Background: an optimization exercise with open tools, aiming at small area and a short achievable clock period. Do not read the settings as production practice.
The RTL was checked by simulation tests, not by an equivalence proof against the original design.
Power is estimated from default activity; no workload was simulated.

[flow/constraint.sdc]
create_clock -name core_clock -period 12.0 [get_ports {CLK}]
set_input_delay 2.4000 -clock core_clock [delete_from_list [all_inputs] [get_ports {CLK}]]
set_output_delay 2.4000 -clock core_clock [all_outputs]
set_load 0.01 [all_outputs]
[flow/config.mk]
export PLATFORM = sky130hd
export DESIGN_NAME = Core18
export DESIGN_NICKNAME = Core18
export VERILOG_FILES = /design/flow/design.v
export SDC_FILE = /design/flow/constraint.sdc
export NUM_CORES = 4
export LEC_CHECK = 0
export CAP_MARGIN = 20
export CORE_MARGIN = 2
export CORE_UTILIZATION = 35
export PLACE_DENSITY = 0.5
export SLEW_MARGIN = 20
[flow/run.sh]
#!/bin/bash
# synth_recipe.tcl (not shown) runs the flow's synth.tcl, then flattens the netlist and writes it again
# the make line also repeats each setting of config.mk as NAME=value (left out here)
make -C /OpenROAD-flow-scripts/flow DESIGN_CONFIG=/design/flow/config.mk WORK_HOME=/design/flow/orfs CLKGATE_MAP_FILE= SYNTH_SCRIPT=/design/flow/synth_recipe.tcl finish
[flow/design.v]
module Mul18(input [17:0] A, input [17:0] B, output [17:0] P);
    wire [18:0] Bx = {B, 1'b0};
    wire b0_0 = Bx[0], b0_1 = Bx[1], b0_2 = Bx[2];
    wire one0 = b0_0 ^ b0_1;
    wire two0 = (b0_2 & ~b0_1 & ~b0_0) | (~b0_2 & b0_1 & b0_0);
    wire neg0 = b0_2;
    wire p0_0 = ((one0 & A[0]) | (two0 & 1'b0)) ^ neg0;
    wire p0_1 = ((one0 & A[1]) | (two0 & A[0])) ^ neg0;
    wire p0_2 = ((one0 & A[2]) | (two0 & A[1])) ^ neg0;
    wire p0_3 = ((one0 & A[3]) | (two0 & A[2])) ^ neg0;
    wire p0_4 = ((one0 & A[4]) | (two0 & A[3])) ^ neg0;
    wire p0_5 = ((one0 & A[5]) | (two0 & A[4])) ^ neg0;
    wire p0_6 = ((one0 & A[6]) | (two0 & A[5])) ^ neg0;
    wire p0_7 = ((one0 & A[7]) | (two0 & A[6])) ^ neg0;
    wire p0_8 = ((one0 & A[8]) | (two0 & A[7])) ^ neg0;
    wire p0_9 = ((one0 & A[9]) | (two0 & A[8])) ^ neg0;
    wire p0_10 = ((one0 & A[10]) | (two0 & A[9])) ^ neg0;
    wire p0_11 = ((one0 & A[11]) | (two0 & A[10])) ^ neg0;
    wire p0_12 = ((one0 & A[12]) | (two0 & A[11])) ^ neg0;
    wire p0_13 = ((one0 & A[13]) | (two0 & A[12])) ^ neg0;
    wire p0_14 = ((one0 & A[14]) | (two0 & A[13])) ^ neg0;
    wire p0_15 = ((one0 & A[15]) | (two0 & A[14])) ^ neg0;
    wire p0_16 = ((one0 & A[16]) | (two0 & A[15])) ^ neg0;
    wire p0_17 = ((one0 & A[17]) | (two0 & A[16])) ^ neg0;
    wire b1_0 = Bx[2], b1_1 = Bx[3], b1_2 = Bx[4];
    wire one1 = b1_0 ^ b1_1;
    wire two1 = (b1_2 & ~b1_1 & ~b1_0) | (~b1_2 & b1_1 & b1_0);
    wire neg1 = b1_2;
    wire p1_0 = ((one1 & A[0]) | (two1 & 1'b0)) ^ neg1;
    wire p1_1 = ((one1 & A[1]) | (two1 & A[0])) ^ neg1;
    wire p1_2 = ((one1 & A[2]) | (two1 & A[1])) ^ neg1;
    wire p1_3 = ((one1 & A[3]) | (two1 & A[2])) ^ neg1;
    wire p1_4 = ((one1 & A[4]) | (two1 & A[3])) ^ neg1;
    wire p1_5 = ((one1 & A[5]) | (two1 & A[4])) ^ neg1;
    wire p1_6 = ((one1 & A[6]) | (two1 & A[5])) ^ neg1;
    wire p1_7 = ((one1 & A[7]) | (two1 & A[6])) ^ neg1;
    wire p1_8 = ((one1 & A[8]) | (two1 & A[7])) ^ neg1;
    wire p1_9 = ((one1 & A[9]) | (two1 & A[8])) ^ neg1;
    wire p1_10 = ((one1 & A[10]) | (two1 & A[9])) ^ neg1;
    wire p1_11 = ((one1 & A[11]) | (two1 & A[10])) ^ neg1;
    wire p1_12 = ((one1 & A[12]) | (two1 & A[11])) ^ neg1;
    wire p1_13 = ((one1 & A[13]) | (two1 & A[12])) ^ neg1;
    wire p1_14 = ((one1 & A[14]) | (two1 & A[13])) ^ neg1;
    wire p1_15 = ((one1 & A[15]) | (two1 & A[14])) ^ neg1;
    wire b2_0 = Bx[4], b2_1 = Bx[5], b2_2 = Bx[6];
    wire one2 = b2_0 ^ b2_1;
    wire two2 = (b2_2 & ~b2_1 & ~b2_0) | (~b2_2 & b2_1 & b2_0);
    wire neg2 = b2_2;
    wire p2_0 = ((one2 & A[0]) | (two2 & 1'b0)) ^ neg2;
    wire p2_1 = ((one2 & A[1]) | (two2 & A[0])) ^ neg2;
    wire p2_2 = ((one2 & A[2]) | (two2 & A[1])) ^ neg2;
    wire p2_3 = ((one2 & A[3]) | (two2 & A[2])) ^ neg2;
    wire p2_4 = ((one2 & A[4]) | (two2 & A[3])) ^ neg2;
    wire p2_5 = ((one2 & A[5]) | (two2 & A[4])) ^ neg2;
    wire p2_6 = ((one2 & A[6]) | (two2 & A[5])) ^ neg2;
    wire p2_7 = ((one2 & A[7]) | (two2 & A[6])) ^ neg2;
    wire p2_8 = ((one2 & A[8]) | (two2 & A[7])) ^ neg2;
    wire p2_9 = ((one2 & A[9]) | (two2 & A[8])) ^ neg2;
    wire p2_10 = ((one2 & A[10]) | (two2 & A[9])) ^ neg2;
    wire p2_11 = ((one2 & A[11]) | (two2 & A[10])) ^ neg2;
    wire p2_12 = ((one2 & A[12]) | (two2 & A[11])) ^ neg2;
    wire p2_13 = ((one2 & A[13]) | (two2 & A[12])) ^ neg2;
    wire b3_0 = Bx[6], b3_1 = Bx[7], b3_2 = Bx[8];
    wire one3 = b3_0 ^ b3_1;
    wire two3 = (b3_2 & ~b3_1 & ~b3_0) | (~b3_2 & b3_1 & b3_0);
    wire neg3 = b3_2;
    wire p3_0 = ((one3 & A[0]) | (two3 & 1'b0)) ^ neg3;
    wire p3_1 = ((one3 & A[1]) | (two3 & A[0])) ^ neg3;
    wire p3_2 = ((one3 & A[2]) | (two3 & A[1])) ^ neg3;
    wire p3_3 = ((one3 & A[3]) | (two3 & A[2])) ^ neg3;
    wire p3_4 = ((one3 & A[4]) | (two3 & A[3])) ^ neg3;
    wire p3_5 = ((one3 & A[5]) | (two3 & A[4])) ^ neg3;
    wire p3_6 = ((one3 & A[6]) | (two3 & A[5])) ^ neg3;
    wire p3_7 = ((one3 & A[7]) | (two3 & A[6])) ^ neg3;
    wire p3_8 = ((one3 & A[8]) | (two3 & A[7])) ^ neg3;
    wire p3_9 = ((one3 & A[9]) | (two3 & A[8])) ^ neg3;
    wire p3_10 = ((one3 & A[10]) | (two3 & A[9])) ^ neg3;
    wire p3_11 = ((one3 & A[11]) | (two3 & A[10])) ^ neg3;
    wire b4_0 = Bx[8], b4_1 = Bx[9], b4_2 = Bx[10];
    wire one4 = b4_0 ^ b4_1;
    wire two4 = (b4_2 & ~b4_1 & ~b4_0) | (~b4_2 & b4_1 & b4_0);
    wire neg4 = b4_2;
    wire p4_0 = ((one4 & A[0]) | (two4 & 1'b0)) ^ neg4;
    wire p4_1 = ((one4 & A[1]) | (two4 & A[0])) ^ neg4;
    wire p4_2 = ((one4 & A[2]) | (two4 & A[1])) ^ neg4;
    wire p4_3 = ((one4 & A[3]) | (two4 & A[2])) ^ neg4;
    wire p4_4 = ((one4 & A[4]) | (two4 & A[3])) ^ neg4;
    wire p4_5 = ((one4 & A[5]) | (two4 & A[4])) ^ neg4;
    wire p4_6 = ((one4 & A[6]) | (two4 & A[5])) ^ neg4;
    wire p4_7 = ((one4 & A[7]) | (two4 & A[6])) ^ neg4;
    wire p4_8 = ((one4 & A[8]) | (two4 & A[7])) ^ neg4;
    wire p4_9 = ((one4 & A[9]) | (two4 & A[8])) ^ neg4;
    wire b5_0 = Bx[10], b5_1 = Bx[11], b5_2 = Bx[12];
    wire one5 = b5_0 ^ b5_1;
    wire two5 = (b5_2 & ~b5_1 & ~b5_0) | (~b5_2 & b5_1 & b5_0);
    wire neg5 = b5_2;
    wire p5_0 = ((one5 & A[0]) | (two5 & 1'b0)) ^ neg5;
    wire p5_1 = ((one5 & A[1]) | (two5 & A[0])) ^ neg5;
    wire p5_2 = ((one5 & A[2]) | (two5 & A[1])) ^ neg5;
    wire p5_3 = ((one5 & A[3]) | (two5 & A[2])) ^ neg5;
    wire p5_4 = ((one5 & A[4]) | (two5 & A[3])) ^ neg5;
    wire p5_5 = ((one5 & A[5]) | (two5 & A[4])) ^ neg5;
    wire p5_6 = ((one5 & A[6]) | (two5 & A[5])) ^ neg5;
    wire p5_7 = ((one5 & A[7]) | (two5 & A[6])) ^ neg5;
    wire b6_0 = Bx[12], b6_1 = Bx[13], b6_2 = Bx[14];
    wire one6 = b6_0 ^ b6_1;
    wire two6 = (b6_2 & ~b6_1 & ~b6_0) | (~b6_2 & b6_1 & b6_0);
    wire neg6 = b6_2;
    wire p6_0 = ((one6 & A[0]) | (two6 & 1'b0)) ^ neg6;
    wire p6_1 = ((one6 & A[1]) | (two6 & A[0])) ^ neg6;
    wire p6_2 = ((one6 & A[2]) | (two6 & A[1])) ^ neg6;
    wire p6_3 = ((one6 & A[3]) | (two6 & A[2])) ^ neg6;
    wire p6_4 = ((one6 & A[4]) | (two6 & A[3])) ^ neg6;
    wire p6_5 = ((one6 & A[5]) | (two6 & A[4])) ^ neg6;
    wire b7_0 = Bx[14], b7_1 = Bx[15], b7_2 = Bx[16];
    wire one7 = b7_0 ^ b7_1;
    wire two7 = (b7_2 & ~b7_1 & ~b7_0) | (~b7_2 & b7_1 & b7_0);
    wire neg7 = b7_2;
    wire p7_0 = ((one7 & A[0]) | (two7 & 1'b0)) ^ neg7;
    wire p7_1 = ((one7 & A[1]) | (two7 & A[0])) ^ neg7;
    wire p7_2 = ((one7 & A[2]) | (two7 & A[1])) ^ neg7;
    wire p7_3 = ((one7 & A[3]) | (two7 & A[2])) ^ neg7;
    wire b8_0 = Bx[16], b8_1 = Bx[17], b8_2 = Bx[18];
    wire one8 = b8_0 ^ b8_1;
    wire two8 = (b8_2 & ~b8_1 & ~b8_0) | (~b8_2 & b8_1 & b8_0);
    wire neg8 = b8_2;
    wire [1:0] mag8 = one8 ? A[1:0] : two8 ? {A[0:0], 1'b0} : 2'd0;
    wire [1:0] r8 = neg8 ? (2'd0 - mag8) : mag8;
    wire t1 = p0_10 ^ p1_8;
    wire t2 = p0_10 & p1_8;
    wire t3 = p0_11 ^ p1_9;
    wire t4 = p0_11 & p1_9;
    wire t5 = p0_12 ^ p1_10 ^ p2_8;
    wire t6 = (p0_12 & p1_10) | (p0_12 & p2_8) | (p1_10 & p2_8);
    wire t7 = p3_6 ^ p4_4;
    wire t8 = p3_6 & p4_4;
    wire t9 = p0_13 ^ p1_11 ^ p2_9;
    wire t10 = (p0_13 & p1_11) | (p0_13 & p2_9) | (p1_11 & p2_9);
    wire t11 = p3_7 ^ p4_5;
    wire t12 = p3_7 & p4_5;
    wire t13 = p0_14 ^ p1_12 ^ p2_10;
    wire t14 = (p0_14 & p1_12) | (p0_14 & p2_10) | (p1_12 & p2_10);
    wire t15 = p3_8 ^ p4_6 ^ p5_4;
    wire t16 = (p3_8 & p4_6) | (p3_8 & p5_4) | (p4_6 & p5_4);
    wire t17 = p6_2 ^ p7_0;
    wire t18 = p6_2 & p7_0;
    wire t19 = p0_15 ^ p1_13 ^ p2_11;
    wire t20 = (p0_15 & p1_13) | (p0_15 & p2_11) | (p1_13 & p2_11);
    wire t21 = p3_9 ^ p4_7 ^ p5_5;
    wire t22 = (p3_9 & p4_7) | (p3_9 & p5_5) | (p4_7 & p5_5);
    wire t23 = p6_3 ^ p7_1;
    wire t24 = p6_3 & p7_1;
    wire t25 = p0_16 ^ p1_14 ^ p2_12;
    wire t26 = (p0_16 & p1_14) | (p0_16 & p2_12) | (p1_14 & p2_12);
    wire t27 = p3_10 ^ p4_8 ^ p5_6;
    wire t28 = (p3_10 & p4_8) | (p3_10 & p5_6) | (p4_8 & p5_6);
    wire t29 = p6_4 ^ p7_2 ^ r8[0];
    wire t30 = (p6_4 & p7_2) | (p6_4 & r8[0]) | (p7_2 & r8[0]);
    wire t31 = p0_17 ^ p1_15 ^ p2_13;
    wire t33 = p3_11 ^ p4_9 ^ p5_7;
    wire t35 = p6_5 ^ p7_3 ^ r8[1];
    wire t37 = p0_6 ^ p1_4;
    wire t38 = p0_6 & p1_4;
    wire t39 = p0_7 ^ p1_5;
    wire t40 = p0_7 & p1_5;
    wire t41 = p0_8 ^ p1_6 ^ p2_4;
    wire t42 = (p0_8 & p1_6) | (p0_8 & p2_4) | (p1_6 & p2_4);
    wire t43 = p3_2 ^ p4_0;
    wire t44 = p3_2 & p4_0;
    wire t45 = p0_9 ^ p1_7 ^ p2_5;
    wire t46 = (p0_9 & p1_7) | (p0_9 & p2_5) | (p1_7 & p2_5);
    wire t47 = p3_3 ^ p4_1;
    wire t48 = p3_3 & p4_1;
    wire t49 = p2_6 ^ p3_4 ^ p4_2;
    wire t50 = (p2_6 & p3_4) | (p2_6 & p4_2) | (p3_4 & p4_2);
    wire t51 = p5_0 ^ neg5 ^ t1;
    wire t52 = (p5_0 & neg5) | (p5_0 & t1) | (neg5 & t1);
    wire t53 = p2_7 ^ p3_5 ^ p4_3;
    wire t54 = (p2_7 & p3_5) | (p2_7 & p4_3) | (p3_5 & p4_3);
    wire t55 = p5_1 ^ t3 ^ t2;
    wire t56 = (p5_1 & t3) | (p5_1 & t2) | (t3 & t2);
    wire t57 = p5_2 ^ p6_0 ^ neg6;
    wire t58 = (p5_2 & p6_0) | (p5_2 & neg6) | (p6_0 & neg6);
    wire t59 = t5 ^ t7 ^ t4;
    wire t60 = (t5 & t7) | (t5 & t4) | (t7 & t4);
    wire t61 = p5_3 ^ p6_1 ^ t9;
    wire t62 = (p5_3 & p6_1) | (p5_3 & t9) | (p6_1 & t9);
    wire t63 = t11 ^ t6 ^ t8;
    wire t64 = (t11 & t6) | (t11 & t8) | (t6 & t8);
    wire t65 = neg7 ^ t13 ^ t15;
    wire t66 = (neg7 & t13) | (neg7 & t15) | (t13 & t15);
    wire t67 = t17 ^ t10 ^ t12;
    wire t68 = (t17 & t10) | (t17 & t12) | (t10 & t12);
    wire t69 = t19 ^ t21 ^ t23;
    wire t70 = (t19 & t21) | (t19 & t23) | (t21 & t23);
    wire t71 = t14 ^ t16 ^ t18;
    wire t72 = (t14 & t16) | (t14 & t18) | (t16 & t18);
    wire t73 = t25 ^ t27 ^ t29;
    wire t74 = (t25 & t27) | (t25 & t29) | (t27 & t29);
    wire t75 = t20 ^ t22 ^ t24;
    wire t76 = (t20 & t22) | (t20 & t24) | (t22 & t24);
    wire t77 = t31 ^ t33 ^ t35;
    wire t79 = t26 ^ t28 ^ t30;
    wire t81 = p0_4 ^ p1_2;
    wire t82 = p0_4 & p1_2;
    wire t83 = p0_5 ^ p1_3;
    wire t84 = p0_5 & p1_3;
    wire t85 = p2_2 ^ p3_0 ^ neg3;
    wire t86 = (p2_2 & p3_0) | (p2_2 & neg3) | (p3_0 & neg3);
    wire t87 = p2_3 ^ p3_1 ^ t39;
    wire t88 = (p2_3 & p3_1) | (p2_3 & t39) | (p3_1 & t39);
    wire t89 = neg4 ^ t41 ^ t43;
    wire t90 = (neg4 & t41) | (neg4 & t43) | (t41 & t43);
    wire t91 = t45 ^ t47 ^ t42;
    wire t92 = (t45 & t47) | (t45 & t42) | (t47 & t42);
    wire t93 = t49 ^ t51 ^ t46;
    wire t94 = (t49 & t51) | (t49 & t46) | (t51 & t46);
    wire t95 = t53 ^ t55 ^ t50;
    wire t96 = (t53 & t55) | (t53 & t50) | (t55 & t50);
    wire t97 = t57 ^ t59 ^ t54;
    wire t98 = (t57 & t59) | (t57 & t54) | (t59 & t54);
    wire t99 = t61 ^ t63 ^ t58;
    wire t100 = (t61 & t63) | (t61 & t58) | (t63 & t58);
    wire t101 = t65 ^ t67 ^ t62;
    wire t102 = (t65 & t67) | (t65 & t62) | (t67 & t62);
    wire t103 = t69 ^ t71 ^ t66;
    wire t104 = (t69 & t71) | (t69 & t66) | (t71 & t66);
    wire t105 = t73 ^ t75 ^ t70;
    wire t106 = (t73 & t75) | (t73 & t70) | (t75 & t70);
    wire t107 = t77 ^ t79 ^ t74;
    wire t109 = p0_2 ^ p1_0;
    wire t110 = p0_2 & p1_0;
    wire t111 = p0_3 ^ p1_1;
    wire t112 = p0_3 & p1_1;
    wire t113 = p2_0 ^ neg2 ^ t81;
    wire t114 = (p2_0 & neg2) | (p2_0 & t81) | (neg2 & t81);
    wire t115 = p2_1 ^ t83 ^ t82;
    wire t116 = (p2_1 & t83) | (p2_1 & t82) | (t83 & t82);
    wire t117 = t37 ^ t85 ^ t84;
    wire t118 = (t37 & t85) | (t37 & t84) | (t85 & t84);
    wire t119 = t38 ^ t87 ^ t86;
    wire t120 = (t38 & t87) | (t38 & t86) | (t87 & t86);
    wire t121 = t40 ^ t89 ^ t88;
    wire t122 = (t40 & t89) | (t40 & t88) | (t89 & t88);
    wire t123 = t44 ^ t91 ^ t90;
    wire t124 = (t44 & t91) | (t44 & t90) | (t91 & t90);
    wire t125 = t48 ^ t93 ^ t92;
    wire t126 = (t48 & t93) | (t48 & t92) | (t93 & t92);
    wire t127 = t52 ^ t95 ^ t94;
    wire t128 = (t52 & t95) | (t52 & t94) | (t95 & t94);
    wire t129 = t56 ^ t97 ^ t96;
    wire t130 = (t56 & t97) | (t56 & t96) | (t97 & t96);
    wire t131 = t60 ^ t99 ^ t98;
    wire t132 = (t60 & t99) | (t60 & t98) | (t99 & t98);
    wire t133 = t64 ^ t101 ^ t100;
    wire t134 = (t64 & t101) | (t64 & t100) | (t101 & t100);
    wire t135 = t68 ^ t103 ^ t102;
    wire t136 = (t68 & t103) | (t68 & t102) | (t103 & t102);
    wire t137 = t72 ^ t105 ^ t104;
    wire t138 = (t72 & t105) | (t72 & t104) | (t105 & t104);
    wire t139 = t76 ^ t107 ^ t106;
    wire [17:0] R0 = {t139, t137, t135, t133, t131, t129, t127, t125, t123, t121, t119, t117, t115, t113, t111, neg1, p0_1, p0_0};
    wire [17:0] R1 = {t138, t136, t134, t132, t130, t128, t126, t124, t122, t120, t118, t116, t114, t112, t110, t109, 1'b0, neg0};
    assign P = R0 + R1;
endmodule
module ALU(
    input [3:0] Op,
    input [17:0] SData,
    input [17:0] DData,
    output FOut,
    output [17:0] Result
    );
    wire sub = (Op == 4'o00) | (Op == 4'o12);
    wire neg = (Op == 4'o02);
    wire [17:0] add_a = neg ? 18'd0 : DData;
    wire [17:0] add_b = (sub | neg) ? ~SData : SData;
    wire [17:0] sum = add_a + add_b + {17'd0, sub | neg};
    wire [17:0] prod;
    Mul18 mul_ (.A(DData), .B(SData), .P(prod));
    wire [4:0] NData = SData[4:0];
    wire [17:0] shr = DData >> NData;
    wire [17:0] shl = DData << NData;
    reg [17:0] r;
    always @* begin
        case (Op)
        4'o00, 4'o12, 4'o02, 4'o11: r = sum;
        4'o03: r = ~SData;
        4'o04: r = shr;
        4'o05: r = shl;
        4'o13: r = prod;
        4'o14: r = DData & SData;
        4'o15: r = DData | SData;
        4'o16: r = DData ^ SData;
        default: r = SData;
        endcase
    end
    assign Result = r;
    assign FOut = (Op == 4'o04) ? DData[0] :
                  (Op == 4'o05) ? DData[17] : r[17];
endmodule
module AdrsMux(
    input [2:0]  SEL,
    input [17:0] SREG,
    input [17:0] DREG,
    input [11:0] NDATA,
    input [17:0] SP,
    output [17:0] Z
    );
    assign Z = (SEL == 3'd1) ? SP :             
               (SEL == 3'd2) ? DREG :           
               (SEL == 3'd3) ? {6'd0, NDATA} :  
                               SREG;            
endmodule
module AluSMux(
    input [1:0]  S,
    input [17:0] DATA,
    input [17:0] INST,
    output [17:0] Z
    );
    assign Z = S[1] ? INST : DATA;
endmodule
module BitMem(
    input CLK,
    input RESET,
    input [1:0] LOAD,
    input [2:0] OP,
    input [5:0] SADRS,
    input [5:0] DADRS,
    input BRANCH,
    input [63:0] BITS_IN,
    output BIT,
    output [63:0] BITS_OUT
    );
    reg [63:0] bit_mem;
    assign BIT = (OP == 0) ?  BITS_IN[DADRS] ^ BITS_IN[SADRS] :
                 (OP == 1) ?  BITS_IN[SADRS] :
                 (OP == 2) ? !BITS_IN[SADRS] :
                 (OP == 3) ?  1'd0 :
                 (OP == 4) ?  1'd1 :
                 (OP == 5) ?  BITS_IN[DADRS] & BITS_IN[SADRS] :
                 (OP == 6) ?  BITS_IN[DADRS] | BITS_IN[SADRS] :
                  BITS_IN[DADRS] ^ BITS_IN[SADRS];
    assign BITS_OUT = bit_mem;
    always @ (posedge CLK) begin
        casex ( {RESET, LOAD} )
        3'b1XX: bit_mem <= 0;
        3'b001: bit_mem[DADRS] <= BIT;
        3'b010: bit_mem[DADRS] <= BRANCH;
        endcase
    end
endmodule
module DataMux(
    input SEL,
    input [11:0] PCO,
    input [1:0] STAT,
    input [3:0] LEVEL,
    input [17:0] SREG,
    output [17:0] Z
    );
    assign Z = (SEL) ? {STAT, LEVEL, PCO} : SREG;
endmodule
module InstDecode(
    input CLK,
    input RUN,
    input [3:0] VECTOR,
    input [17:0] INST,
    input [17:0] DATAIN,
    input TIMER_ZERO,
    input BRANCH,
    output reg CONST_RD,
    output reg PORT_WR,
    output reg PORT_RD,
    output reg RAM_WR,
    output reg RESET,
    output reg RUNS,
    output reg [11:0] PC,
    output reg [11:0] PCO,
    output reg [17:0] SP,
    output reg DATA_SL,
    output reg [2:0] ADRS_SL,
    output     TIMER_LD,
    output reg [1:0] BIT_LD,
    output reg [1:0] STAT_LD,
    output reg [3:0] ALU_OP,
    output reg [1:0] ALUS_SL,
    output reg REG_WE,
    output reg [5:0] DADRS,
    output reg [5:0] SADRS,
    output reg [11:0] NDATA,
    output reg [2:0] BRANCH_OP,
    output [5:0] SADRS_N,
    output [5:0] DADRS_N,
    output ALUI_N
    );
    reg [9:0] state;
    reg [5:0] dadrs_temp;
    reg [3:0] level;
    reg stat_flag;
    wire [11:0] pc_plus_one = PC + 12'd1;
    wire interrupt = (VECTOR > level) & (state[0] | state[4]);
    wire op_halt  = state[0] & (INST[17:6] == 12'o0001);
    wire op_pause = state[0] & (INST[17:6] == 12'o0002);
    wire op_rts   = state[0] & (INST[17:6] == 12'o0003);
    wire op_rti   = state[0] & (INST[17:6] == 12'o0004);
    wire op_level = state[0] & (INST[17:6] == 12'o0005);
    wire op_reset = state[0] & (INST[17:6] == 12'o0006);
    wire op_ldi   = state[0] & (INST[17:6] == 12'o0007);
    wire op_call  = state[0] & (INST[17:12] == 6'o01);
    wire op_ldr   = state[0] & (INST[17:12] == 6'o02);
    wire op_str   = state[0] & (INST[17:12] == 6'o03);
    wire op_ldc   = state[0] & (INST[17:12] == 6'o04);
    wire op_timer = state[0] & (INST[17:12] == 6'o05);
    wire op_in    = state[0] & (INST[17:12] == 6'o06);
    wire op_out   = state[0] & (INST[17:12] == 6'o07);
    wire op_sxx   = state[0] & (INST[17:15] == 3'o1);
    wire op_jxx   = state[0] & (INST[17:15] == 3'o2);
    wire op_alub  = state[0] & (INST[17:15] == 3'o3);
    wire op_alu   = state[0] & (INST[17] && INST[15:12] != 0);
    wire op_cmp   = state[0] & (INST[17] && INST[15:12] == 0);
    wire op_alui  = state[0] & (INST[17:16] == 2'o3);
    assign TIMER_LD = !interrupt & state[0] & op_timer;
    assign SADRS_N = INST[11:6];
    assign DADRS_N = (state[1] | state[2] | state[3]) ? dadrs_temp : INST[5:0];
    assign ALUI_N  = op_alui;
    always @ (posedge CLK) begin
        RUNS <= RUN;
        RESET <= !RUNS | (!interrupt & state[0] & op_reset);
        PC <= (!RUNS)                          ? 12'd0 :
              (interrupt)                      ? {8'd0, VECTOR} :
              (state[9])                       ? PC :
              (state[7] & BRANCH)              ? INST[11:0] :
              (op_jxx)                         ? PC :
              (state[2] | state[3] | state[4]) ? PC :
              (op_call)                        ? INST[11:0] :
              (op_pause & !TIMER_ZERO)         ? PC :
              (state[6])                       ? DATAIN[11:0] :
                                                 pc_plus_one;
        PCO <= (interrupt)  ? PC :
               (op_call)    ? pc_plus_one :
                              PCO;
        SP <= (!RUNS)                  ? 18'd0      :
              (interrupt)              ? SP         :
              (state[9])               ? SP - 18'd1 :
              (op_call)                ? SP - 18'd1 :
              (state[6])               ? SP + 18'd1 :
              (state[0] & PC == 12'd0) ? 18'd0      :
                                         SP;
        state <= (!RUNS)     ? 10'b0000000001 :
                 (interrupt) ? 10'b1000000000 :
                 (op_ldi)    ? 10'b0000000010 :
                 (op_ldr)    ? 10'b0000000100 :
                 (op_ldc)    ? 10'b0000001000 :
                 (op_halt)   ? 10'b0000010000 :
                 (state[4])  ? 10'b0000010000 :
                 (op_rts)    ? 10'b0000100000 :
                 (op_rti)    ? 10'b0000100000 :
                 (state[5])  ? 10'b0001000000 :
                 (op_jxx)    ? 10'b0010000000 :
                               10'b0000000001;
        DATA_SL  <= state[9] | op_call;
        RAM_WR <= (!RUNS)     ? 1'b0 :
                  (interrupt) ? 1'b0 :
                  (state[9])  ? 1'b1 :
                  (op_call)   ? 1'b1 :
                  (op_str)    ? 1'b1 :
                                1'b0;
        CONST_RD <= state[3];
        PORT_RD  <= RUNS & !interrupt & op_in;
        PORT_WR  <= RUNS & !interrupt & op_out;
        ADRS_SL <= (op_str)   ? 3'd2 :
                   (op_in)    ? 3'd3 :
                   (op_out)   ? 3'd3 :
                   (op_ldc)   ? 3'd0 :
                   (op_ldr)   ? 3'd0 :
                   (state[3]) ? 3'd0 :
                   (state[2]) ? 3'd0 :
                                3'd1;
        BIT_LD <= (!RUNS | interrupt)          ? 2'd0 :
                  (op_alub & INST[14:12] != 0) ? 2'd1 :
                  (op_sxx)                     ? 2'd2 :
                                                 2'd0 ;
        dadrs_temp <= INST[5:0];
        DADRS <= DADRS_N;
        SADRS <= INST[11:6];
        REG_WE <= (!RUNS)     ? 1'b0 :
                  (interrupt) ? 1'b0 :
                  (op_ldi)    ? 1'b1 :
                  (state[2])  ? 1'b1 :
                  (state[3])  ? 1'b1 :
                  (op_in)     ? 1'b1 :
                  (op_alu)    ? 1'b1 :
                                1'b0;
        ALUS_SL <= (op_ldi)   ? 2'd2 :
                   (state[2]) ? 2'd1 :
                   (state[3]) ? 2'd1 :
                   (op_in)    ? 2'd1 :
                   (op_alui)  ? 2'd3 :
                                2'd0;
        ALU_OP <= (state[2]) ? 4'd1 :
                  (state[3]) ? 4'd1 :
                  (op_ldi)   ? 4'd1 :
                  (op_in)    ? 4'd1 :
                               INST[15:12];
        if (state[0]) stat_flag <= op_rti;
        level <= (!RUNS)                  ? 4'd15 :
                 (interrupt)              ? VECTOR :
                 (op_level)               ? INST[3:0] :
                 (state[6] & stat_flag)   ? DATAIN[15:12] :
                 (state[0] & PC == 12'd0) ? 4'd15 :
                                            level;
        STAT_LD <= (!RUNS | interrupt)    ? 2'd0 :
                   (state[5] & stat_flag) ? 2'd3 :
                   (op_cmp | op_in)       ? 2'd1 :
                   (op_alu | op_alui)     ? 2'd1 :
                   (op_ldr | op_ldc)      ? 2'd1 :
                   (op_alub)              ? 2'd2 :
                                            2'd0;
        NDATA <= (interrupt) ? {8'd0, level} :
                 (op_alui)   ? {6'd0, INST[11:6]} :
                 (op_in)     ? {6'd0, INST[11:6]} :
                 (op_out)    ? {6'd0, INST[5:0]} :
                               NDATA;
        BRANCH_OP <= INST[14:12];
    end
endmodule
module RegBank(
    input CLK,
    input WE,
    input [17:0] WD,
    input [5:0] WA,
    input [5:0] SA,
    input [5:0] DA,
    output [17:0] SD,
    output [17:0] DD
    );
    reg [17:0] reg_array [63:0];
    assign SD = reg_array[SA];
    assign DD = reg_array[DA];
    always @ (posedge CLK) begin
        if (WE) begin
            reg_array[WA] <= WD;
        end
    end
endmodule
module Status(
    input CLK,
    input [2:0] BRANCH_OP,
    input [1:0] LOAD,
    input BIT,
    input ZIn,
	input FIn,
    input [1:0] STATIN,
    output [1:0] STAT,
    output BRANCH
    );
    reg Z;
    reg F;
    assign STAT = {F, Z};
    assign BRANCH = (BRANCH_OP == 2) ?  Z      :  
                    (BRANCH_OP == 3) ? !Z      :  
                    (BRANCH_OP == 4) ? !Z &  F :  
                    (BRANCH_OP == 5) ? !Z & !F :  
                    (BRANCH_OP == 6) ?  Z |  F :  
                    (BRANCH_OP == 7) ?  Z | !F :  
                                       1'd1;
    always @ (posedge CLK) begin
        casex (LOAD)
        2'b01: begin
            Z <= ZIn;
            F <= FIn;
            end
        2'b10: begin
            Z <= !BIT;
            F <= 0;
            end
        2'b11: begin
            Z <= STATIN[0];
            F <= STATIN[1];
            end
        endcase
    end
endmodule
module Timer(
    input CLK,
    input RESET,
    input LOAD,
    input [11:0] DATA,
    output ZERO
    );
    localparam ONE = 12'd1;
    reg [11:0] counter;
    assign ZERO = counter == 0;
    always @ (posedge CLK) begin
        casex ({RESET, LOAD})
            2'b1X : counter <= 0;
            2'b01 : counter <= DATA;
            2'b00 : if (counter != 0) counter <= counter - ONE;
        endcase
    end
endmodule
module Core18(CLK, RUN, VECTOR, BITSIN, INST, DATAIN,
              PORT_RD, PORT_WR, CONST_RD, RAM_WR, RESET,
              BITSOUT, PC, DATAOUT, ADRS);
    input CLK;
    input RUN;
    input [17:0] INST;
    input [3:0] VECTOR;
    input [17:0] DATAIN;
    input [63:0] BITSIN;
    output [63:0] BITSOUT;
    output CONST_RD;
    output PORT_RD;
    output PORT_WR;
    output RAM_WR;
    output RESET;
    output [17:0] DATAOUT;
    output [17:0] ADRS;
    output [11:0] PC;
    wire TIMER_LD;
    wire TIMER_ZERO;
    wire BRANCH;
    wire DATA_SL;
    wire [3:0] ALU_OP;
    wire [1:0] ALUS_SL;
    wire [2:0] ADRS_SL;
    wire [1:0] BIT_LD;
    wire REG_WE;
    wire [5:0] SADRS;
    wire [5:0] DADRS;
    wire [5:0] SADRS_N;
    wire [5:0] DADRS_N;
    wire ALUI_N;
    wire [11:0] NDATA;
    wire [2:0] BRANCH_OP;
    wire [17:0] SP;
    wire [11:0] PCO;
    wire [1:0] STAT;
    wire [1:0] STAT_LD;
    wire BIT;
    wire RUNS;
    reg  [17:0] SREG;
    reg  [17:0] DREG;
    wire [17:0] ALU_RES;
    wire ALU_F;
    wire [17:0] LDATA;
    wire [17:0] RESULT;
    wire ZFLAG;
    wire FFLAG;
    reg [17:0] wr_data;
    reg [5:0]  wr_adrs;
    reg        wr_en;
    wire [17:0] RB_S;
    wire [17:0] RB_D;
    RegBank  RegBank_ (
        .CLK(CLK),
        .WE(wr_en),
        .WA(wr_adrs),
        .WD(wr_data),
        .SA(SADRS_N),
        .DA(DADRS_N),
        .SD(RB_S),
        .DD(RB_D));
    wire [17:0] fwd_s = (REG_WE && DADRS == SADRS_N)  ? RESULT :
                        (wr_en && wr_adrs == SADRS_N) ? wr_data : RB_S;
    wire [17:0] fwd_d = (REG_WE && DADRS == DADRS_N)  ? RESULT :
                        (wr_en && wr_adrs == DADRS_N) ? wr_data : RB_D;
    always @ (posedge CLK) begin
        SREG <= ALUI_N ? {12'd0, SADRS_N} : fwd_s;
        DREG <= fwd_d;
        wr_data <= RESULT;
        wr_adrs <= DADRS;
        wr_en   <= REG_WE;
    end
    AluSMux  AluSMux_ (
        .S(ALUS_SL),
        .DATA(DATAIN),
        .INST(INST),
        .Z(LDATA));
    ALU  ALU_ (
        .Op(ALU_OP),
        .DData(DREG),
        .SData(SREG),
        .Result(ALU_RES),
        .FOut(ALU_F));
    wire load = ALUS_SL[1] ^ ALUS_SL[0];
    assign RESULT = load ? LDATA : ALU_RES;
    assign FFLAG  = load ? LDATA[17] : ALU_F;
    assign ZFLAG  = !(|RESULT);
    BitMem  BitMem_ (
        .CLK(CLK),
        .RESET(!RUNS),
        .LOAD(BIT_LD),
        .OP(ALU_OP[2:0]),
        .SADRS(SADRS),
        .DADRS(DADRS),
        .BRANCH(BRANCH),
        .BITS_IN(BITSIN),
        .BITS_OUT(BITSOUT),
        .BIT(BIT));
    AdrsMux  AdrsMux_ (
        .SEL(ADRS_SL),
        .SREG(SREG),
        .DREG(DREG),
        .NDATA(NDATA),
        .SP(SP),
        .Z(ADRS));
    DataMux  DataMux_ (
        .SEL(DATA_SL),
        .PCO(PCO),
        .STAT(STAT),
        .LEVEL(NDATA[3:0]),
        .SREG(SREG),
        .Z(DATAOUT));
    InstDecode  InstDecode_ (
        .CLK(CLK),
        .RUN(RUN),
        .RUNS(RUNS),
        .VECTOR(VECTOR),
        .INST(INST),
        .DATAIN(DATAIN),
        .TIMER_ZERO(TIMER_ZERO),
        .BRANCH(BRANCH),
        .CONST_RD(CONST_RD),
        .PORT_WR(PORT_WR),
        .PORT_RD(PORT_RD),
        .RAM_WR(RAM_WR),
        .RESET(RESET),
        .DATA_SL(DATA_SL),
        .TIMER_LD(TIMER_LD),
        .BIT_LD(BIT_LD),
        .STAT_LD(STAT_LD),
        .ALU_OP(ALU_OP),
        .ALUS_SL(ALUS_SL),
        .ADRS_SL(ADRS_SL),
        .REG_WE(REG_WE),
        .DADRS(DADRS),
        .SADRS(SADRS),
        .NDATA(NDATA),
        .BRANCH_OP(BRANCH_OP),
        .PC(PC),
        .PCO(PCO),
        .SP(SP),
        .SADRS_N(SADRS_N),
        .DADRS_N(DADRS_N),
        .ALUI_N(ALUI_N));
    Status  Status_ (
        .CLK(CLK),
        .BRANCH_OP(BRANCH_OP),
        .LOAD(STAT_LD),
        .STATIN(DATAIN[17:16]),
        .BIT(BIT),
        .ZIn(ZFLAG),
        .FIn(FFLAG),
        .BRANCH(BRANCH),
        .STAT(STAT));
    Timer  Timer_ (
        .CLK(CLK),
        .RESET(!RUNS),
        .LOAD(TIMER_LD),
        .DATA(INST[11:0]),
        .ZERO(TIMER_ZERO));
endmodule
==> flow_summary.json, run 1 <==
{
  "rsz0062_at_grt": "no",
  "slew_viol_final": 0,
  "crit_type": "flip-flop to flip-flop",
  "syn_avg_cell_area_um2": 11.2,
  "fmax_ghz": 0.132,
  "ir_drop_mv": 0.322,
  "fin_skew_ps": 59.2,
  "portBuffers": 222,
  "cp-start-kind": "flip-flop",
  "ys_seq_area_share_pct": 51.8,
  "initial_utilization_pct": 35.2,
  "cts_buffers": 160,
  "wl_per_cell_um": 31.3,
  "clkTransAtPathRegs_ps": 60,
  "grtUsageTotal_pct": 27.1,
  "crit_arrival_ps": 8260,
  "gp_congestion": 1.02,
  "hold_ws_ps": 425,
  "hold_viol_final": 0,
  "ctsResizeCount": 0,
  "min_period_ps": 7600,
  "yosysTopAreaCell": "edfxtp_1",
  "period_share_pct": 63.3,
  "yosys-top-cells-area": "edfxtp_1 (48%), mux4_2 (12%), nand2_1 (6.9%)",
  "clock-sinks": 1394,
  "pwr-share-seq_pct": 34.0,
  "io_pins": 223,
  "clock_path_buffers": 3,
  "crit_required_ps": 12670,
  "antenna_found_initial": 19,
  "syn_to_final_growth_pct": 14.2,
  "power_frac_comb_pct": 38.1,
  "yosys.area.top_type_share_pct": 48.0,
  "switchingPower_uw": 6830,
  "synth-main-ff-cell": "edfxtp_1",
  "maxCapViolations": 0,
  "grt_pass1_wl_um": 441000,
  "mostFrequentLayoutCells": "nand2_1 (1441), edfxtp_1 (1247), nand3_1 (646), mux4_2 (427), nor2_1 (273)",
  "drc_errors": 0,
  "htree_levels": 4,
  "syn_nets": 7216,
  "ys_types": 95,
  "power.density_nw_per_um2": 201,
  "max_slew_margin_pct": 15.3,
  "grt_pass1_vias": 58100,
  "ys_warn_count": 7,
  "p_leak_uw": 0.0303,
  "endpoint_kind": "flip-flop",
  "grt_start_max_net_pins": 164,
  "cts_tree": "done",
  "worst_hold_path_type": "flip-flop to flip-flop",
  "drt-total-wl_um": 315000,
  "final_common_cell": "nand2_1",
  "synth_cells": 6965,
  "tns_ps": 0,
  "slowest_delay_ps": 870,
  "tightest_slew_ps": 1260,
  "die_y_um": 476,
  "swShare_pct": 38.2,
  "core_area_um2": 222000,
  "first_iter_violations": 8445,
  "postCtsSetupBuffers": 0,
  "num-nets-final": 7212,
  "crit_path_frequent_cell": "fa_1",
  "vias_per_cell": 6.09,
  "ys_async_sr_fraction_pct": 0,
  "power.internal_uw": 11000,
  "synth_edf_count": 1247,
  "crit_path_top_delay_cell": "o311ai_0",
  "rows": 173,
  "insertion_delay_ps": 850,
  "cts_root_buf": "clkbuf_16",
  "grt-ovfl-total": 0,
  "dieArea_um2": 227000,
  "postRouteAntennaNets": 0,
  "p_clk_share_pct": 28.0,
  "status": "complete, no violations",
  "ys_ff_latch": 1394,
  "post-dp-hpwl_um": 195000,
  "setup_viol": 0,
  "synth.cell_area_um2": 78000,
  "drive_gt1_share_pct": 15.3,
  "die_w_um": 476,
  "crit_path_max_fanout": 36,
  "hold_buffers": 0,
  "vias": 61300,
  "drt-pass1-iter-count": 7
}
-- power by group through the flow --
| stage | registers [uW] | logic [uW] | clock network [uW] |
|---|---|---|---|
| 2_1_floorplan | 6310 | 3920 | 0 |
| 3_3_place_gp | 6160 | 6600 | 0 |
| 3_5_place_dp | 6170 | 6590 | 0 |
| 4_1_cts | 6070 | 6640 | 5090 |
| 5_1_grt | 6080 | 7170 | 5280 |
| 6_report | 6070 | 6800 | 5000 |
-- worst max-delay path, delay by kind of cell (launching register included) --
family / cells / cell delay, ps
flops: 1 / 370
buf+inv: 6 / 1140
compound gates: 8 / 1890
fa+ha+maj: 5 / 2550
simple gates: 6 / 1410
-- registers in the layout (all words and copies together), names as in the netlist, 9 cells and up --
| name | count |
|---|---|
| BitMem_.bit_mem | 64 |
| DREG | 18 |
| InstDecode_.PC | 12 |
| InstDecode_.PCO | 12 |
| InstDecode_.SP | 18 |
| InstDecode_.state | 9 |
| RegBank_.reg_array | 1152 |
| SREG | 18 |
| Timer_.counter | 12 |
| wr_data | 18 |
-- cell families (layout without fill, tap and decap cells) --
group                      Yosys count  in the layout  share of synthesized area, %
DFF                               1394           1394                          51.8
buffers and inverters              741            872                          3.69
and+or+nand+nor                   2799           2799                          15.8
other                                0              3                             0
AOI/OAI and AO/OA                 1179           1179                          10.2
adders and majority gates          146            146                          2.78
muxes                              568            568                          14.2
xor gates and xnor gates           138            138                          1.57
-- stage by stage --
step / setup slack, ps / power (uW) / util, % / cell area, um^2 / instances
global placement: 4090 / 12800 / 37.7 / 83700 / 9773
floorplan: 5320 / 10200 / - / 78000 / 6965
CTS: 4740 / 17800 / 40.1 / 89100 / 10100
finish: 4400 / 17900 / 40.2 / 89100 / 10100
global route: 4210 / 18500 / 40.2 / 89100 / 10100
detailed placement: 4070 / 12800 / 37.7 / 83700 / 9773
-- layer usage --
layer	routed length [um]	global-route usage, %
met1	127000	36.8
met2	139000	40.9
met3	34300	6.92
met4	14700	11.8
met5	99	0
-- area by class of cell --
class	count	area, um^2
Clock buffer	205	4320
Tap cell	2975	3720
Inverter	130	505
Sequential cell	1394	40400
Fill cell	21000	133000
Clock inverter	92	1040
Antenna cell	3	7.51
Multi-Input combinational cell	4830	35000
Timing Repair Buffer	445	4060
-- worst paths after layout --
path                   startpoint  slack [ps]  depth (start not counted)                    to
min          InstDecode_.state[5]         430                          2  InstDecode_.state[6]
max                       SREG[4]        4400                         25              DREG[16]
min reg2reg  InstDecode_.state[5]         430                          2  InstDecode_.state[6]
max reg2reg               SREG[4]        4400                         25              DREG[16]
-- synthesized netlist by cell type, types with 36 or more instances --
cell type and n:
a211oi_1 104, buf_2 52, dfxtp_1 147, o22ai_1 43, inv_1 117, xor2_1 54
o21ai_0 220, nand2_1 1442, a31oi_1 36, ha_1 99, nor3_1 71, o211ai_1 77
fa_1 46, mux2i_1 111, nand2b_1 37, buf_1 97, nand3_1 646, and3_1 89
a22oi_1 41, mux4_2 427, a311oi_1 203, nor2_1 336, xnor2_1 83, a21oi_1 246
edfxtp_1 1247, clkbuf_1 456
==> run 2: changes to the inputs <==
--- a/flow/design.v
+++ b/flow/design.v
@@ -1,8 +1,5 @@
-module Mul18(input [17:0] A, input [17:0] B, output [17:0] P);
-    wire [18:0] Bx = {B, 1'b0};
-    wire b0_0 = Bx[0], b0_1 = Bx[1], b0_2 = Bx[2];
-    wire one0 = b0_0 ^ b0_1;
-    wire two0 = (b0_2 & ~b0_1 & ~b0_0) | (~b0_2 & b0_1 & b0_0);
-    wire neg0 = b0_2;
+module Mul18(input [17:0] A, input [8:0] ONE, input [8:0] TWO, input [8:0] NNEG,
+             output [17:0] P, output Z);
+    wire one0 = ONE[0], two0 = ~ONE[0] & TWO[0], neg0 = ~NNEG[0];
     wire p0_0 = ((one0 & A[0]) | (two0 & 1'b0)) ^ neg0;
     wire p0_1 = ((one0 & A[1]) | (two0 & A[0])) ^ neg0;
@@ -23,8 +20,5 @@
     wire p0_16 = ((one0 & A[16]) | (two0 & A[15])) ^ neg0;
     wire p0_17 = ((one0 & A[17]) | (two0 & A[16])) ^ neg0;
-    wire b1_0 = Bx[2], b1_1 = Bx[3], b1_2 = Bx[4];
-    wire one1 = b1_0 ^ b1_1;
-    wire two1 = (b1_2 & ~b1_1 & ~b1_0) | (~b1_2 & b1_1 & b1_0);
-    wire neg1 = b1_2;
+    wire one1 = ONE[1], two1 = ~ONE[1] & TWO[1], neg1 = ~NNEG[1];
     wire p1_0 = ((one1 & A[0]) | (two1 & 1'b0)) ^ neg1;
     wire p1_1 = ((one1 & A[1]) | (two1 & A[0])) ^ neg1;
@@ -43,8 +37,5 @@
     wire p1_14 = ((one1 & A[14]) | (two1 & A[13])) ^ neg1;
     wire p1_15 = ((one1 & A[15]) | (two1 & A[14])) ^ neg1;
-    wire b2_0 = Bx[4], b2_1 = Bx[5], b2_2 = Bx[6];
-    wire one2 = b2_0 ^ b2_1;
-    wire two2 = (b2_2 & ~b2_1 & ~b2_0) | (~b2_2 & b2_1 & b2_0);
-    wire neg2 = b2_2;
+    wire one2 = ONE[2], two2 = ~ONE[2] & TWO[2], neg2 = ~NNEG[2];
     wire p2_0 = ((one2 & A[0]) | (two2 & 1'b0)) ^ neg2;
     wire p2_1 = ((one2 & A[1]) | (two2 & A[0])) ^ neg2;
@@ -61,8 +52,5 @@
     wire p2_12 = ((one2 & A[12]) | (two2 & A[11])) ^ neg2;
     wire p2_13 = ((one2 & A[13]) | (two2 & A[12])) ^ neg2;
-    wire b3_0 = Bx[6], b3_1 = Bx[7], b3_2 = Bx[8];
-    wire one3 = b3_0 ^ b3_1;
-    wire two3 = (b3_2 & ~b3_1 & ~b3_0) | (~b3_2 & b3_1 & b3_0);
-    wire neg3 = b3_2;
+    wire one3 = ONE[3], two3 = ~ONE[3] & TWO[3], neg3 = ~NNEG[3];
     wire p3_0 = ((one3 & A[0]) | (two3 & 1'b0)) ^ neg3;
     wire p3_1 = ((one3 & A[1]) | (two3 & A[0])) ^ neg3;
@@ -77,8 +65,5 @@
     wire p3_10 = ((one3 & A[10]) | (two3 & A[9])) ^ neg3;
     wire p3_11 = ((one3 & A[11]) | (two3 & A[10])) ^ neg3;
-    wire b4_0 = Bx[8], b4_1 = Bx[9], b4_2 = Bx[10];
-    wire one4 = b4_0 ^ b4_1;
-    wire two4 = (b4_2 & ~b4_1 & ~b4_0) | (~b4_2 & b4_1 & b4_0);
-    wire neg4 = b4_2;
+    wire one4 = ONE[4], two4 = ~ONE[4] & TWO[4], neg4 = ~NNEG[4];
     wire p4_0 = ((one4 & A[0]) | (two4 & 1'b0)) ^ neg4;
     wire p4_1 = ((one4 & A[1]) | (two4 & A[0])) ^ neg4;
@@ -91,8 +76,5 @@
     wire p4_8 = ((one4 & A[8]) | (two4 & A[7])) ^ neg4;
     wire p4_9 = ((one4 & A[9]) | (two4 & A[8])) ^ neg4;
-    wire b5_0 = Bx[10], b5_1 = Bx[11], b5_2 = Bx[12];
-    wire one5 = b5_0 ^ b5_1;
-    wire two5 = (b5_2 & ~b5_1 & ~b5_0) | (~b5_2 & b5_1 & b5_0);
-    wire neg5 = b5_2;
+    wire one5 = ONE[5], two5 = ~ONE[5] & TWO[5], neg5 = ~NNEG[5];
     wire p5_0 = ((one5 & A[0]) | (two5 & 1'b0)) ^ neg5;
     wire p5_1 = ((one5 & A[1]) | (two5 & A[0])) ^ neg5;
@@ -103,8 +85,5 @@
     wire p5_6 = ((one5 & A[6]) | (two5 & A[5])) ^ neg5;
     wire p5_7 = ((one5 & A[7]) | (two5 & A[6])) ^ neg5;
-    wire b6_0 = Bx[12], b6_1 = Bx[13], b6_2 = Bx[14];
-    wire one6 = b6_0 ^ b6_1;
-    wire two6 = (b6_2 & ~b6_1 & ~b6_0) | (~b6_2 & b6_1 & b6_0);
-    wire neg6 = b6_2;
+    wire one6 = ONE[6], two6 = ~ONE[6] & TWO[6], neg6 = ~NNEG[6];
     wire p6_0 = ((one6 & A[0]) | (two6 & 1'b0)) ^ neg6;
     wire p6_1 = ((one6 & A[1]) | (two6 & A[0])) ^ neg6;
@@ -113,16 +92,10 @@
     wire p6_4 = ((one6 & A[4]) | (two6 & A[3])) ^ neg6;
     wire p6_5 = ((one6 & A[5]) | (two6 & A[4])) ^ neg6;
-    wire b7_0 = Bx[14], b7_1 = Bx[15], b7_2 = Bx[16];
-    wire one7 = b7_0 ^ b7_1;
-    wire two7 = (b7_2 & ~b7_1 & ~b7_0) | (~b7_2 & b7_1 & b7_0);
-    wire neg7 = b7_2;
+    wire one7 = ONE[7], two7 = ~ONE[7] & TWO[7], neg7 = ~NNEG[7];
     wire p7_0 = ((one7 & A[0]) | (two7 & 1'b0)) ^ neg7;
     wire p7_1 = ((one7 & A[1]) | (two7 & A[0])) ^ neg7;
     wire p7_2 = ((one7 & A[2]) | (two7 & A[1])) ^ neg7;
     wire p7_3 = ((one7 & A[3]) | (two7 & A[2])) ^ neg7;
-    wire b8_0 = Bx[16], b8_1 = Bx[17], b8_2 = Bx[18];
-    wire one8 = b8_0 ^ b8_1;
-    wire two8 = (b8_2 & ~b8_1 & ~b8_0) | (~b8_2 & b8_1 & b8_0);
-    wire neg8 = b8_2;
+    wire one8 = ONE[8], two8 = ~ONE[8] & TWO[8], neg8 = ~NNEG[8];
     wire [1:0] mag8 = one8 ? A[1:0] : two8 ? {A[0:0], 1'b0} : 2'd0;
     wire [1:0] r8 = neg8 ? (2'd0 - mag8) : mag8;
@@ -263,4 +236,16 @@
     wire [17:0] R1 = {t138, t136, t134, t132, t130, t128, t126, t124, t122, t120, t118, t116, t114, t112, t110, t109, 1'b0, neg0};
     assign P = R0 + R1;
+    wire [17:0] hx = R0 ^ R1;
+    wire [17:0] cy = {R0[16:0] | R1[16:0], 1'b0};
+    assign Z = &(~(hx ^ cy));
+endmodule
+module BoothEnc(input [17:0] B, output [8:0] ONE, output [8:0] TWO, output [8:0] NNEG);
+    wire [18:0] Bx = {B, 1'b0};
+    genvar i;
+    generate for (i = 0; i < 9; i = i + 1) begin : dig
+        assign ONE[i]  = Bx[2*i] ^ Bx[2*i+1];
+        assign TWO[i]  = Bx[2*i+2] ^ Bx[2*i+1];
+        assign NNEG[i] = ~Bx[2*i+2];
+    end endgenerate
 endmodule
 module ALU(
@@ -268,5 +253,12 @@
     input [17:0] SData,
     input [17:0] DData,
+    input [17:0] MData,
+    input [8:0] BOne,
+    input [8:0] BTwo,
+    input [8:0] BNNeg,
+    input Load,
+    input [17:0] LData,
     output FOut,
+    output ZOut,
     output [17:0] Result
     );
@@ -277,16 +269,22 @@
     wire [17:0] sum = add_a + add_b + {17'd0, sub | neg};
     wire [17:0] prod;
-    Mul18 mul_ (.A(DData), .B(SData), .P(prod));
+    wire prod_z;
+    Mul18 mul_ (.A(MData), .ONE(BOne), .TWO(BTwo), .NNEG(BNNeg), .P(prod), .Z(prod_z));
     wire [4:0] NData = SData[4:0];
-    wire [17:0] shr = DData >> NData;
-    wire [17:0] shl = DData << NData;
+    function [17:0] rev18(input [17:0] x);
+        integer k;
+        for (k = 0; k < 18; k = k + 1) rev18[k] = x[17 - k];
+    endfunction
+    wire [17:0] sh_in = (Op == 4'o05) ? rev18(DData) : DData;
+    wire [17:0] shr = sh_in >> NData;
+    wire [17:0] shl = rev18(shr);
     reg [17:0] r;
     always @* begin
-        case (Op)
+        if (Load) r = LData;
+        else case (Op)
         4'o00, 4'o12, 4'o02, 4'o11: r = sum;
         4'o03: r = ~SData;
         4'o04: r = shr;
         4'o05: r = shl;
-        4'o13: r = prod;
         4'o14: r = DData & SData;
         4'o15: r = DData | SData;
@@ -295,10 +293,13 @@
         endcase
     end
-    assign Result = r;
-    assign FOut = (Op == 4'o04) ? DData[0] :
+    wire is_mul = (Op == 4'o13);
+    assign Result = is_mul ? prod : r;
+    assign ZOut = is_mul ? prod_z : !(|r);
+    assign FOut = is_mul ? prod[17] :
+                  (Op == 4'o04) ? DData[0] :
                   (Op == 4'o05) ? DData[17] : r[17];
 endmodule
 module AdrsMux(
-    input [2:0]  SEL,
+    input [3:0]  SEL,
     input [17:0] SREG,
     input [17:0] DREG,
@@ -307,8 +308,8 @@
     output [17:0] Z
     );
-    assign Z = (SEL == 3'd1) ? SP :             
-               (SEL == 3'd2) ? DREG :           
-               (SEL == 3'd3) ? {6'd0, NDATA} :  
-                               SREG;            
+    assign Z = ({18{SEL[0]}} & SP) |
+               ({18{SEL[1]}} & DREG) |
+               ({18{SEL[2]}} & {6'd0, NDATA}) |
+               ({18{SEL[3]}} & SREG);
 endmodule
 module AluSMux(
@@ -333,19 +334,22 @@
     );
     reg [63:0] bit_mem;
-    assign BIT = (OP == 0) ?  BITS_IN[DADRS] ^ BITS_IN[SADRS] :
-                 (OP == 1) ?  BITS_IN[SADRS] :
-                 (OP == 2) ? !BITS_IN[SADRS] :
+    wire bs = BITS_IN[SADRS];
+    wire bd = BITS_IN[DADRS];
+    assign BIT = (OP == 0) ?  bd ^ bs :
+                 (OP == 1) ?  bs :
+                 (OP == 2) ? !bs :
                  (OP == 3) ?  1'd0 :
                  (OP == 4) ?  1'd1 :
-                 (OP == 5) ?  BITS_IN[DADRS] & BITS_IN[SADRS] :
-                 (OP == 6) ?  BITS_IN[DADRS] | BITS_IN[SADRS] :
-                  BITS_IN[DADRS] ^ BITS_IN[SADRS];
+                 (OP == 5) ?  bd & bs :
+                 (OP == 6) ?  bd | bs :
+                  bd ^ bs;
     assign BITS_OUT = bit_mem;
+    wire [63:0] dsel = 64'd1 << DADRS;
+    wire we = LOAD[0] ^ LOAD[1];
+    wire wv = !RESET & (LOAD[0] ? BIT : BRANCH);
+    integer i;
     always @ (posedge CLK) begin
-        casex ( {RESET, LOAD} )
-        3'b1XX: bit_mem <= 0;
-        3'b001: bit_mem[DADRS] <= BIT;
-        3'b010: bit_mem[DADRS] <= BRANCH;
-        endcase
+        for (i = 0; i < 64; i = i + 1)
+            if (RESET | (we & dsel[i])) bit_mem[i] <= wv;
     end
 endmodule
@@ -378,5 +382,5 @@
     output reg [17:0] SP,
     output reg DATA_SL,
-    output reg [2:0] ADRS_SL,
+    output reg [3:0] ADRS_SL,
     output     TIMER_LD,
     output reg [1:0] BIT_LD,
@@ -387,5 +391,5 @@
     output reg [5:0] DADRS,
     output reg [5:0] SADRS,
-    output reg [11:0] NDATA,
+    output [11:0] NDATA,
     output reg [2:0] BRANCH_OP,
     output [5:0] SADRS_N,
@@ -397,5 +401,8 @@
     reg [3:0] level;
     reg stat_flag;
+    reg [5:0] ndata;
+    assign NDATA = {6'd0, ndata};
     wire [11:0] pc_plus_one = PC + 12'd1;
+    wire [17:0] sp_step = SP + {{17{!state[6]}}, 1'b1};
     wire interrupt = (VECTOR > level) & (state[0] | state[4]);
     wire op_halt  = state[0] & (INST[17:6] == 12'o0001);
@@ -441,7 +448,6 @@
         SP <= (!RUNS)                  ? 18'd0      :
               (interrupt)              ? SP         :
-              (state[9])               ? SP - 18'd1 :
-              (op_call)                ? SP - 18'd1 :
-              (state[6])               ? SP + 18'd1 :
+              (state[9] | op_call)     ? sp_step    :
+              (state[6])               ? sp_step    :
               (state[0] & PC == 12'd0) ? 18'd0      :
                                          SP;
@@ -468,12 +474,8 @@
         PORT_RD  <= RUNS & !interrupt & op_in;
         PORT_WR  <= RUNS & !interrupt & op_out;
-        ADRS_SL <= (op_str)   ? 3'd2 :
-                   (op_in)    ? 3'd3 :
-                   (op_out)   ? 3'd3 :
-                   (op_ldc)   ? 3'd0 :
-                   (op_ldr)   ? 3'd0 :
-                   (state[3]) ? 3'd0 :
-                   (state[2]) ? 3'd0 :
-                                3'd1;
+        ADRS_SL <= (op_str)                                  ? 4'b0010 :
+                   (op_in | op_out)                          ? 4'b0100 :
+                   (op_ldc | op_ldr | state[3] | state[2])   ? 4'b1000 :
+                                                               4'b0001;
         BIT_LD <= (!RUNS | interrupt)          ? 2'd0 :
                   (op_alub & INST[14:12] != 0) ? 2'd1 :
@@ -516,9 +518,9 @@
                    (op_alub)              ? 2'd2 :
                                             2'd0;
-        NDATA <= (interrupt) ? {8'd0, level} :
-                 (op_alui)   ? {6'd0, INST[11:6]} :
-                 (op_in)     ? {6'd0, INST[11:6]} :
-                 (op_out)    ? {6'd0, INST[5:0]} :
-                               NDATA;
+        ndata <= (interrupt) ? {2'd0, level} :
+                 (op_alui)   ? INST[11:6] :
+                 (op_in)     ? INST[11:6] :
+                 (op_out)    ? INST[5:0] :
+                               ndata;
         BRANCH_OP <= INST[14:12];
     end
@@ -531,10 +533,19 @@
     input [5:0] SA,
     input [5:0] DA,
-    output [17:0] SD,
-    output [17:0] DD
+    output reg [17:0] SD,
+    output reg [17:0] DD
     );
     reg [17:0] reg_array [63:0];
-    assign SD = reg_array[SA];
-    assign DD = reg_array[DA];
+    wire [63:0] s_sel = 64'd1 << SA;
+    wire [63:0] d_sel = 64'd1 << DA;
+    integer i;
+    always @* begin
+        SD = 18'd0;
+        DD = 18'd0;
+        for (i = 0; i < 64; i = i + 1) begin
+            SD = SD | ({18{s_sel[i]}} & reg_array[i]);
+            DD = DD | ({18{d_sel[i]}} & reg_array[i]);
+        end
+    end
     always @ (posedge CLK) begin
         if (WE) begin
@@ -623,5 +634,5 @@
     wire [3:0] ALU_OP;
     wire [1:0] ALUS_SL;
-    wire [2:0] ADRS_SL;
+    wire [3:0] ADRS_SL;
     wire [1:0] BIT_LD;
     wire REG_WE;
@@ -641,6 +652,4 @@
     reg  [17:0] SREG;
     reg  [17:0] DREG;
-    wire [17:0] ALU_RES;
-    wire ALU_F;
     wire [17:0] LDATA;
     wire [17:0] RESULT;
@@ -665,7 +674,16 @@
     wire [17:0] fwd_d = (REG_WE && DADRS == DADRS_N)  ? RESULT :
                         (wr_en && wr_adrs == DADRS_N) ? wr_data : RB_D;
+    wire [17:0] sreg_n = ALUI_N ? {12'd0, SADRS_N} : fwd_s;
+    wire [8:0] b_one, b_two, b_nneg;
+    BoothEnc BoothEnc_ (.B(sreg_n), .ONE(b_one), .TWO(b_two), .NNEG(b_nneg));
+    reg [8:0] m_one, m_two, m_nneg;
+    reg [17:0] m_dreg_n;
     always @ (posedge CLK) begin
-        SREG <= ALUI_N ? {12'd0, SADRS_N} : fwd_s;
+        SREG <= sreg_n;
         DREG <= fwd_d;
+        m_one <= b_one;
+        m_two <= b_two;
+        m_nneg <= b_nneg;
+        m_dreg_n <= ~fwd_d;
         wr_data <= RESULT;
         wr_adrs <= DADRS;
@@ -677,14 +695,18 @@
         .INST(INST),
         .Z(LDATA));
+    wire load = ALUS_SL[1] ^ ALUS_SL[0];
     ALU  ALU_ (
         .Op(ALU_OP),
         .DData(DREG),
         .SData(SREG),
-        .Result(ALU_RES),
-        .FOut(ALU_F));
-    wire load = ALUS_SL[1] ^ ALUS_SL[0];
-    assign RESULT = load ? LDATA : ALU_RES;
-    assign FFLAG  = load ? LDATA[17] : ALU_F;
-    assign ZFLAG  = !(|RESULT);
+        .MData(~m_dreg_n),
+        .BOne(m_one),
+        .BTwo(m_two),
+        .BNNeg(m_nneg),
+        .Load(load),
+        .LData(LDATA),
+        .Result(RESULT),
+        .ZOut(ZFLAG),
+        .FOut(FFLAG));
     BitMem  BitMem_ (
         .CLK(CLK),
==> flow/flow/run.sh (new file) <==
#!/bin/bash
bash standard.sh SETUP_SLACK_MARGIN=7 \
  "BUFFER_PORTS_ARGS=-buffer_cell sky130_fd_sc_hd__buf_2" \
  "CTS_ARGS=-sink_clustering_enable -repair_clock_nets -dont_use_dummy_load -buf_list sky130_fd_sc_hd__clkbuf_8 -sink_clustering_size 20 -sink_clustering_max_diameter 40" \
  finish > standard.log 2>&1
==> flow/standard.sh (new file) <==
#!/bin/bash
# synth_recipe.tcl (not shown) runs the flow's synth.tcl, then flattens the netlist and writes it again
# the make line also repeats each setting of config.mk as NAME=value (left out here)
make -C /OpenROAD-flow-scripts/flow DESIGN_CONFIG=/design/flow/config.mk WORK_HOME=/design/flow/orfs CLKGATE_MAP_FILE= SYNTH_SCRIPT=/design/flow/synth_recipe.tcl "${@:-finish}"
--- a/flow/config.mk
+++ b/flow/config.mk
@@ -8,5 +8,7 @@
 export CAP_MARGIN = 20
 export CORE_MARGIN = 2
-export CORE_UTILIZATION = 35
-export PLACE_DENSITY = 0.5
+export CORE_UTILIZATION = 30
+export CTS_BUF_LIST = sky130_fd_sc_hd__clkbuf_8
+export PLACE_DENSITY = 0.4
+export SETUP_SLACK_MARGIN = 5
 export SLEW_MARGIN = 20
removed: flow/run.sh
==> flow_summary.json, run 2 <==
{
  "hold_ws_ps": 394,
  "syn_nets": 5923,
  "synth.cell_area_um2": 70200,
  "rr_startpoint": "m_one[0]",
  "ys_types": 81,
  "timing.rr.end": "m_two[8]",
  "gp_congestion": 0.967,
  "drt-pass1-iter-count": 14,
  "mostFrequentLayoutCells": "edfxtp_1 (1247), a22oi_1 (445), a221oi_1 (379), a22o_1 (372), buf_4 (330)",
  "crit_required_ps": 12850,
  "hold_buffers": 0,
  "top_regs": "RegBank_.reg_array: 1152 flops, BitMem_.bit_mem: 64 flops",
  "nFillCells": 22600,
  "cts_buffers": 283,
  "p_leak_uw": 0.0284,
  "hold_viol_final": 0,
  "antenna_found_initial": 68,
  "maxCapViolations": 0,
  "crit_arrival_ps": 6100,
  "synth_cells": 5647,
  "rows": 177,
  "multi_input_area_um2": 29500,
  "status": "complete, no violations",
  "die_y_um": 488,
  "top_register": "RegBank_.reg_array",
  "post-place-cells": 8863,
  "tns_ps": 0,
  "num-nets-final": 6514,
  "grtUsageTotal_pct": 39.9,
  "grt_pass1_wl_um": 622000,
  "crit_end": "m_two[8]",
  "setup_slack_ps": 6750,
  "ys_ff_latch": 1440,
  "crit_type": "primary input to flip-flop",
  "dp_slack_ps": 4740,
  "power_uw": 23100,
  "worstHoldPathCells": 0,
  "power.density_nw_per_um2": 273,
  "portBuffers": 222,
  "final_common_cell": "edfxtp_1",
  "slowest_delay_ps": 500,
  "drc_errors": 0,
  "max_slew_margin_pct": 14.9,
  "fin_cells": 9356,
  "yosys.area.top_type_share_pct": 53.4,
  "setup_viol": 0,
  "crit_path_top_delay_cell": "nor4_4",
  "core_area_um2": 233000,
  "vias_per_cell": 7.26,
  "htree_levels": 5,
  "ys_seq_area_share_pct": 58.9,
  "cts_tree": "done",
  "vias": 67900,
  "fmax_ghz": 0.190,
  "clkTransAtPathRegs_ps": 60,
  "synth-main-ff-cell": "edfxtp_1",
  "io_pins": 223,
  "initial_utilization_pct": 30.2,
  "rsz0062_at_grt": "yes",
  "min_period_ps": 5250,
  "regArea_um2": 41400,
  "cp-start-kind": "primary input",
  "grt_pass1_vias": 60600,
  "wl_per_cell_um": 52.3,
  "postRouteAntennaNets": 0,
  "cts_root_buf": "clkbuf_8",
  "ys_async_sr_fraction_pct": 0,
  "reg2reg_slack_ps": 6840,
  "grt_start_max_net_pins": 76,
  "clock-sinks": 1440,
  "endpoint_kind": "flip-flop"
}
run 2: cell count changes after synthesis, moves of 357 or more:
cell      previous run  this run
a221oi_1            34       391
a22o_1               7       372
a22oi_1             41       448
mux4_2             427        58
nand2_1           1442       229
nand3_1            646       132
run 2: repair_timing:
item | CTS | global route
gates resized for setup | 219 | 135
setup buffers | 73 | 55
pin swaps | 56 | 53
endpoints found under the hold margin | 0 | 0
endpoints found under the setup margin | 109 | 133
gates cloned | 3 | 2
run 2: layout make-up:
class / count / area share [%]
Sequential cell: 1440 / 49.0
Inverter: 193 / 0.893
Antenna cell: 77 / 0.228
Timing Repair Buffer: 636 / 5.68
Multi-Input combinational cell: 3684 / 35.0
Clock buffer: 283 / 4.62
Tap cell: 3043 / 4.51
run 2: where the power goes:
group	switching, uW	total (uW)	internal, uW
clock network	2080	4150	2070
registers	414	6580	6160
logic	7040	12300	5310
total	9540	23100	13500
run 2: critical path, delay by kind of cell:
family          cells  cell delay [ps]
xor+xnor            1              160
compound gates      4             1120
buf+inv             5             1030
simple gates        6             1290
run 2: through the flow:
stage	util, %	cell area (um^2)
after floorplan	-	70300
after global placement	33.4	77600
after detailed placement	33.4	77600
after CTS	35.8	83200
after global routing	36.2	84200
final	36.3	84400
run 2: routing by layer:
metal | track usage, % | vias to the layer above | share of wire [%]
li1 | - | 23900 | -
met1 | 48.3 | 34000 | 36
met2 | 57.3 | 7393 | 41
met3 | 16.9 | 2570 | 13
met4 | 27.1 | 34 | 9.4
met5 | 0.980 | - | 0.12
run 2: how the worst min path moves through the flow:
stage / startpoint / to / slack [ps]
CTS: InstDecode_.state[3] / InstDecode_.CONST_RD / 390
detailed placement: InstDecode_.state[3] / InstDecode_.CONST_RD / 390
floorplan: InstDecode_.DADRS[0] / wr_adrs[0] / 330
global placement: InstDecode_.state[3] / InstDecode_.CONST_RD / 380
finish: InstDecode_.state[3] / InstDecode_.CONST_RD / 390
global route: InstDecode_.state[3] / InstDecode_.CONST_RD / 390
run 2: kinds of logic (layout without fill, tap and decap cells):
| family | Yosys count | after routing | share of synthesized area (%) |
|---|---|---|---|
| buffers and inverters | 525 | 1112 | 2.86 |
| AOI/OAI and AO/OA | 1858 | 1858 | 20.0 |
| other | 0 | 77 | 0 |
| muxes | 120 | 120 | 2.76 |
| adders and majority gates | 170 | 170 | 3.53 |
| xor gates and xnor gates | 249 | 249 | 3.11 |
| and+or+nand+nor | 1285 | 1287 | 8.90 |
| DFF | 1440 | 1440 | 58.9 |

static timing again, ports no longer ideal:
The results above use ideal ports. As a check the final layouts listed here were re-extracted and re-timed, cells and wires unchanged. Step 1 assumes that a clkbuf_16 drives the clock port and a buf_2 every other input. Step 2 also shifts input and output timing later by t, the mid clock arrival at the registers, as if the neighbouring blocks saw the same clock. Three values: ideal, step 1, step 2; two values: the first two.
| run | shift t [ns] | setup WS [ns] | worst data-port slew with drivers (ns) | cell pins on the clock port's net |
|---|---|---|---|---|
| run 1 | 0.914 | 4.404 / 4.404 / 4.035 | 0.10 | 1 |
| run 2 | 1.132 | 6.747 / 6.801 / 5.669 | 0.08 | 1 |
After both steps setup and hold are still met in every run listed. The setup slack of run 2, which loses most, moves by +0.054 ns with the drivers and by -1.078 ns with both steps.
